What follows belongs to an exercise in optimizing a design on an open flow for a short achievable clock period and few clock cycles; a production flow would make more cautious choices. Function was checked by simulation only, so behaviour that the tests miss may differ from the original.

==> module cpu18, before the edit <==
module cpu18 (
  input  wire        clk,
  input  wire        rst,
  output wire [9:0]  imem_addr,
  input  wire [17:0] imem_rdata,
  output wire [9:0]  dmem_addr,
  output wire [17:0] dmem_wdata,
  output wire        dmem_we,
  input  wire [17:0] dmem_rdata,
  output wire        halt
);
  reg  [9:0]  pc;
  reg  [17:0] R [0:15];
  reg         zf, cf;
  reg         halted;
  reg  [15:0] e_wen;      
  reg         e_wr;       
  reg  [3:0]  e_dst;
  reg         e_ld, e_st, e_cmp, e_rst;
  reg         e_sum;      
  reg  [1:0]  e_aluop;    
  reg  [17:0] opa, opb, sdata;
  reg  [9:0]  daddr;
  reg [17:0] lres;
  always @* begin
    if (e_rst)
      lres = 18'd0;
    else if (e_ld)
      lres = dmem_rdata;
    else
      case (e_aluop)
        2'd1: lres = opa & opb;
        2'd2: lres = ~(opa & opb);
        default: lres = ~(opa | opb);
      endcase
  end
  wire [17:0] sum    = opa + opb;
  wire [17:0] result = e_sum ? sum : lres;
  wire        c_eq   = (opa == opb);
  wire        c_lt   = (opa < opb);
  wire [17:0] ins  = imem_rdata;
  wire [3:0]  op   = ins[17:14];
  wire [3:0]  dst  = ins[13:10];
  wire [3:0]  src1 = ins[9:6];
  wire [3:0]  src2 = ins[3:0];
  wire [9:0]  off  = ins[9:0];
  wire f_alu = (op[3:2] == 2'b00);
  wire f_imm = (op[3:1] == 3'b010);
  wire f_ld  = (op == 4'b0110);
  wire f_st  = (op == 4'b0111);
  wire f_cmp = (op == 4'b1000);
  wire f_rst = (op == 4'b1111);
  wire zf_n = e_cmp ? c_eq : ~e_rst & zf;
  wire cf_n = e_cmp ? c_lt : ~e_rst & cf;
  function cond;
    input [3:0] o;
    input z, c;
    begin
      case (o)
        4'b1001: cond = 1'b1;
        4'b1010: cond = z;
        4'b1011: cond = ~z & ~c;
        4'b1100: cond = c;
        4'b1101: cond = ~c;
        4'b1110: cond = c | z;
        default: cond = 1'b0;
      endcase
    end
  endfunction
  function [9:0] add10;
    input [9:0] a, b;
    reg [9:0] g, p, gg, pp, gn, pn;
    integer i, d;
    begin
      g = a & b;
      p = a ^ b;
      gg = g;
      pp = p;
      for (d = 1; d < 10; d = d * 2) begin
        gn = gg;
        pn = pp;
        for (i = d; i < 10; i = i + 1) begin
          gn[i] = gg[i] | (pp[i] & gg[i-d]);
          pn[i] = pp[i] & pp[i-d];
        end
        gg = gn;
        pp = pn;
      end
      add10 = p ^ {gg[8:0], 1'b0};
    end
  endfunction
  wire [9:0] pc1  = pc + 10'd1;
  wire [9:0] tgt  = add10(pc, off);
  wire       tk_n = cond(op, 1'b0, 1'b0);
  wire       tk_z = cond(op, 1'b1, 1'b0);
  wire       tk_c = cond(op, 1'b0, 1'b1);
  wire [9:0] pc_n = tk_n ? tgt : pc1;
  wire [9:0] pc_z = tk_z ? tgt : pc1;
  wire [9:0] pc_c = tk_c ? tgt : pc1;
  wire [9:0] pc_next = zf_n ? pc_z : cf_n ? pc_c : pc_n;
  wire       taken   = zf_n ? tk_z : cf_n ? tk_c : tk_n;
  function [17:0] rd;
    input [3:0] s;
    begin
      if (e_rst || (e_wr && e_dst == s))
        rd = result;
      else
        rd = R[s];
    end
  endfunction
  wire [17:0] imm_ext = {{12{ins[5]}}, ins[5:0]};
  integer k;
  always @(posedge clk or posedge rst) begin
    if (rst) begin
      pc      <= 10'd0;
      halted  <= 1'b0;
      zf      <= 1'b0;
      cf      <= 1'b0;
      e_wen   <= 16'd0;
      e_wr    <= 1'b0;
      e_ld    <= 1'b0;
      e_st    <= 1'b0;
      e_cmp   <= 1'b0;
      e_rst   <= 1'b0;
      e_sum   <= 1'b0;
      for (k = 0; k < 16; k = k + 1)
        R[k] <= 18'd0;
    end else begin
      for (k = 0; k < 16; k = k + 1)
        if (e_wen[k])
          R[k] <= result;
      zf <= zf_n;
      cf <= cf_n;
      pc      <= pc_next;
      halted  <= halted | (taken && off == 10'd0);
      e_wr    <= f_alu | f_imm | f_ld;
      for (k = 0; k < 16; k = k + 1)
        e_wen[k] <= f_rst || ((f_alu | f_imm | f_ld) && dst == k);
      e_ld    <= f_ld;
      e_st    <= f_st;
      e_cmp   <= f_cmp;
      e_rst   <= f_rst;
      e_sum   <= (f_alu | f_imm) && op[1:0] == 2'd0;
    end
  end
  always @(posedge clk) begin
    e_dst   <= dst;
    e_aluop <= op[1:0];
    opa     <= rd(src1);
    opb     <= f_imm ? imm_ext : rd(src2);
    sdata   <= rd(dst);
    daddr   <= off;
  end
  assign imem_addr  = pc;
  assign dmem_addr  = daddr;
  assign dmem_wdata = sdata;
  assign dmem_we    = e_st;
  assign halt       = halted;
endmodule
==> flow/config.mk <==
export PLATFORM = sky130hd
export DESIGN_NAME = cpu18
export DESIGN_NICKNAME = cpu18
export VERILOG_FILES = /design/flow/design.v
export SDC_FILE = /design/flow/constraint.sdc
export NUM_CORES = 4
export LEC_CHECK = 0
export CAP_MARGIN = 40
export CORE_MARGIN = 2
export CORE_UTILIZATION = 30
export SLEW_MARGIN = 40
export TNS_END_PERCENT = 100
==> flow/constraint.sdc <==
create_clock -name core_clock -period 9.0 [get_ports {clk}]
set_input_delay 1.8000 -clock core_clock [delete_from_list [all_inputs] [get_ports {clk}]]
set_output_delay 1.8000 -clock core_clock [all_outputs]
set_load 0.01 [all_outputs]
standard.sh (not shown) runs the stock make flow with config.mk's settings and CLKGATE_MAP_FILE= SYNTH_SCRIPT=/design/flow/synth_recipe.tcl, a recipe that flattens the netlist after the stock synthesis.
==> flow/flow/run.sh <==
#!/bin/bash
# The standard layout, with timing repair aiming for a tighter target than
# the 9 ns clock (a larger setup slack margin); constraints are unchanged.
set -euo pipefail
bash standard.sh SETUP_SLACK_MARGIN=6 finish > make_finish.log 2>&1
Testbench counts at the start, summed over its fixed seeds: cycles 66,468.
Next try:
--- a/flow/design.v
+++ b/flow/design.v
@@ -17,25 +17,19 @@
   reg         e_wr;       
   reg  [3:0]  e_dst;
   reg         e_ld, e_st, e_cmp, e_rst;
-  reg         e_sum;      
   reg  [1:0]  e_aluop;    
   reg  [17:0] opa, opb, sdata;
   reg  [9:0]  daddr;
-  reg [17:0] lres;
+  reg [17:0] alu;
   always @* begin
-    if (e_rst)
-      lres = 18'd0;
-    else if (e_ld)
-      lres = dmem_rdata;
-    else
-      case (e_aluop)
-        2'd1: lres = opa & opb;
-        2'd2: lres = ~(opa & opb);
-        default: lres = ~(opa | opb);
-      endcase
+    case (e_aluop)
+      2'd0: alu = opa + opb;
+      2'd1: alu = opa & opb;
+      2'd2: alu = ~(opa & opb);
+      default: alu = ~(opa | opb);
+    endcase
   end
-  wire [17:0] sum    = opa + opb;
-  wire [17:0] result = e_sum ? sum : lres;
+  wire [17:0] result = e_ld ? dmem_rdata : alu;
   wire        c_eq   = (opa == opb);
   wire        c_lt   = (opa < opb);
   wire [17:0] ins  = imem_rdata;
@@ -102,7 +96,9 @@
   function [17:0] rd;
     input [3:0] s;
     begin
-      if (e_rst || (e_wr && e_dst == s))
+      if (e_rst)
+        rd = 18'd0;
+      else if (e_wr && e_dst == s)
         rd = result;
       else
         rd = R[s];
@@ -118,38 +114,42 @@
       cf      <= 1'b0;
       e_wen   <= 16'd0;
       e_wr    <= 1'b0;
+      e_dst   <= 4'd0;
       e_ld    <= 1'b0;
       e_st    <= 1'b0;
       e_cmp   <= 1'b0;
       e_rst   <= 1'b0;
-      e_sum   <= 1'b0;
+      e_aluop <= 2'd0;
+      opa     <= 18'd0;
+      opb     <= 18'd0;
+      sdata   <= 18'd0;
+      daddr   <= 10'd0;
       for (k = 0; k < 16; k = k + 1)
         R[k] <= 18'd0;
     end else begin
       for (k = 0; k < 16; k = k + 1)
-        if (e_wen[k])
+        if (e_rst)
+          R[k] <= 18'd0;
+        else if (e_wen[k])
           R[k] <= result;
       zf <= zf_n;
       cf <= cf_n;
       pc      <= pc_next;
       halted  <= halted | (taken && off == 10'd0);
       e_wr    <= f_alu | f_imm | f_ld;
+      e_dst   <= dst;
       for (k = 0; k < 16; k = k + 1)
-        e_wen[k] <= f_rst || ((f_alu | f_imm | f_ld) && dst == k);
+        e_wen[k] <= (f_alu | f_imm | f_ld) && dst == k;
       e_ld    <= f_ld;
       e_st    <= f_st;
       e_cmp   <= f_cmp;
       e_rst   <= f_rst;
-      e_sum   <= (f_alu | f_imm) && op[1:0] == 2'd0;
+      e_aluop <= op[1:0];
+      opa     <= rd(src1);
+      opb     <= f_imm ? imm_ext : rd(src2);
+      sdata   <= rd(dst);
+      daddr   <= off;
     end
-  end
-  always @(posedge clk) begin
-    e_dst   <= dst;
-    e_aluop <= op[1:0];
-    opa     <= rd(src1);
-    opb     <= f_imm ? imm_ext : rd(src2);
-    sdata   <= rd(dst);
-    daddr   <= off;
   end
   assign imem_addr  = pc;
   assign dmem_addr  = daddr;
What happened:
- area after synthesis is about the same
- critical path depth goes up by 2
- sequential cell count goes down by 1
- cell count goes down by about 6.4%
- setup slack loses 0.025 ns
Testbench counts after the change, summed over its fixed seeds: cycles 66,468.

[static timing again, ports no longer ideal]
The flow's constraints put no driver on any port. The routed layouts listed below were extracted and timed again, unchanged, in two steps. Step 1 (the two cells are an assumption about what drives the block):
set clk [get_ports {clk}]
set_driving_cell -lib_cell sky130_fd_sc_hd__clkbuf_16 $clk
set_driving_cell -lib_cell sky130_fd_sc_hd__buf_2 [delete_from_list [all_inputs] $clk]
Step 2, shift: input delay + t, output delay - t, t = (earliest + latest rising clock arrival at the registers) / 2. This alone moves slack from input paths to output paths. Three values: no drivers, after step 1, after step 2; two values: the first two.
| run | t, ns | setup slack, ns | worst setup path at the end | clock arrival spread, ns | slew at the worst register clock pin (ns) |
|---|---|---|---|---|---|
| the first run | 0.705 | 5.837 / 5.679 / 4.974 | input to register | 0.037 / 0.037 | 0.07 / 0.07 |
| the second run | 0.657 | 5.812 / 5.845 / 5.188 | input to register | 0.024 / 0.024 | 0.07 / 0.07 |
After both steps every run listed still meets setup and hold. For the first run, which loses most, drivers alone change the setup slack by -0.158 ns; drivers and shift together by -0.863 ns.
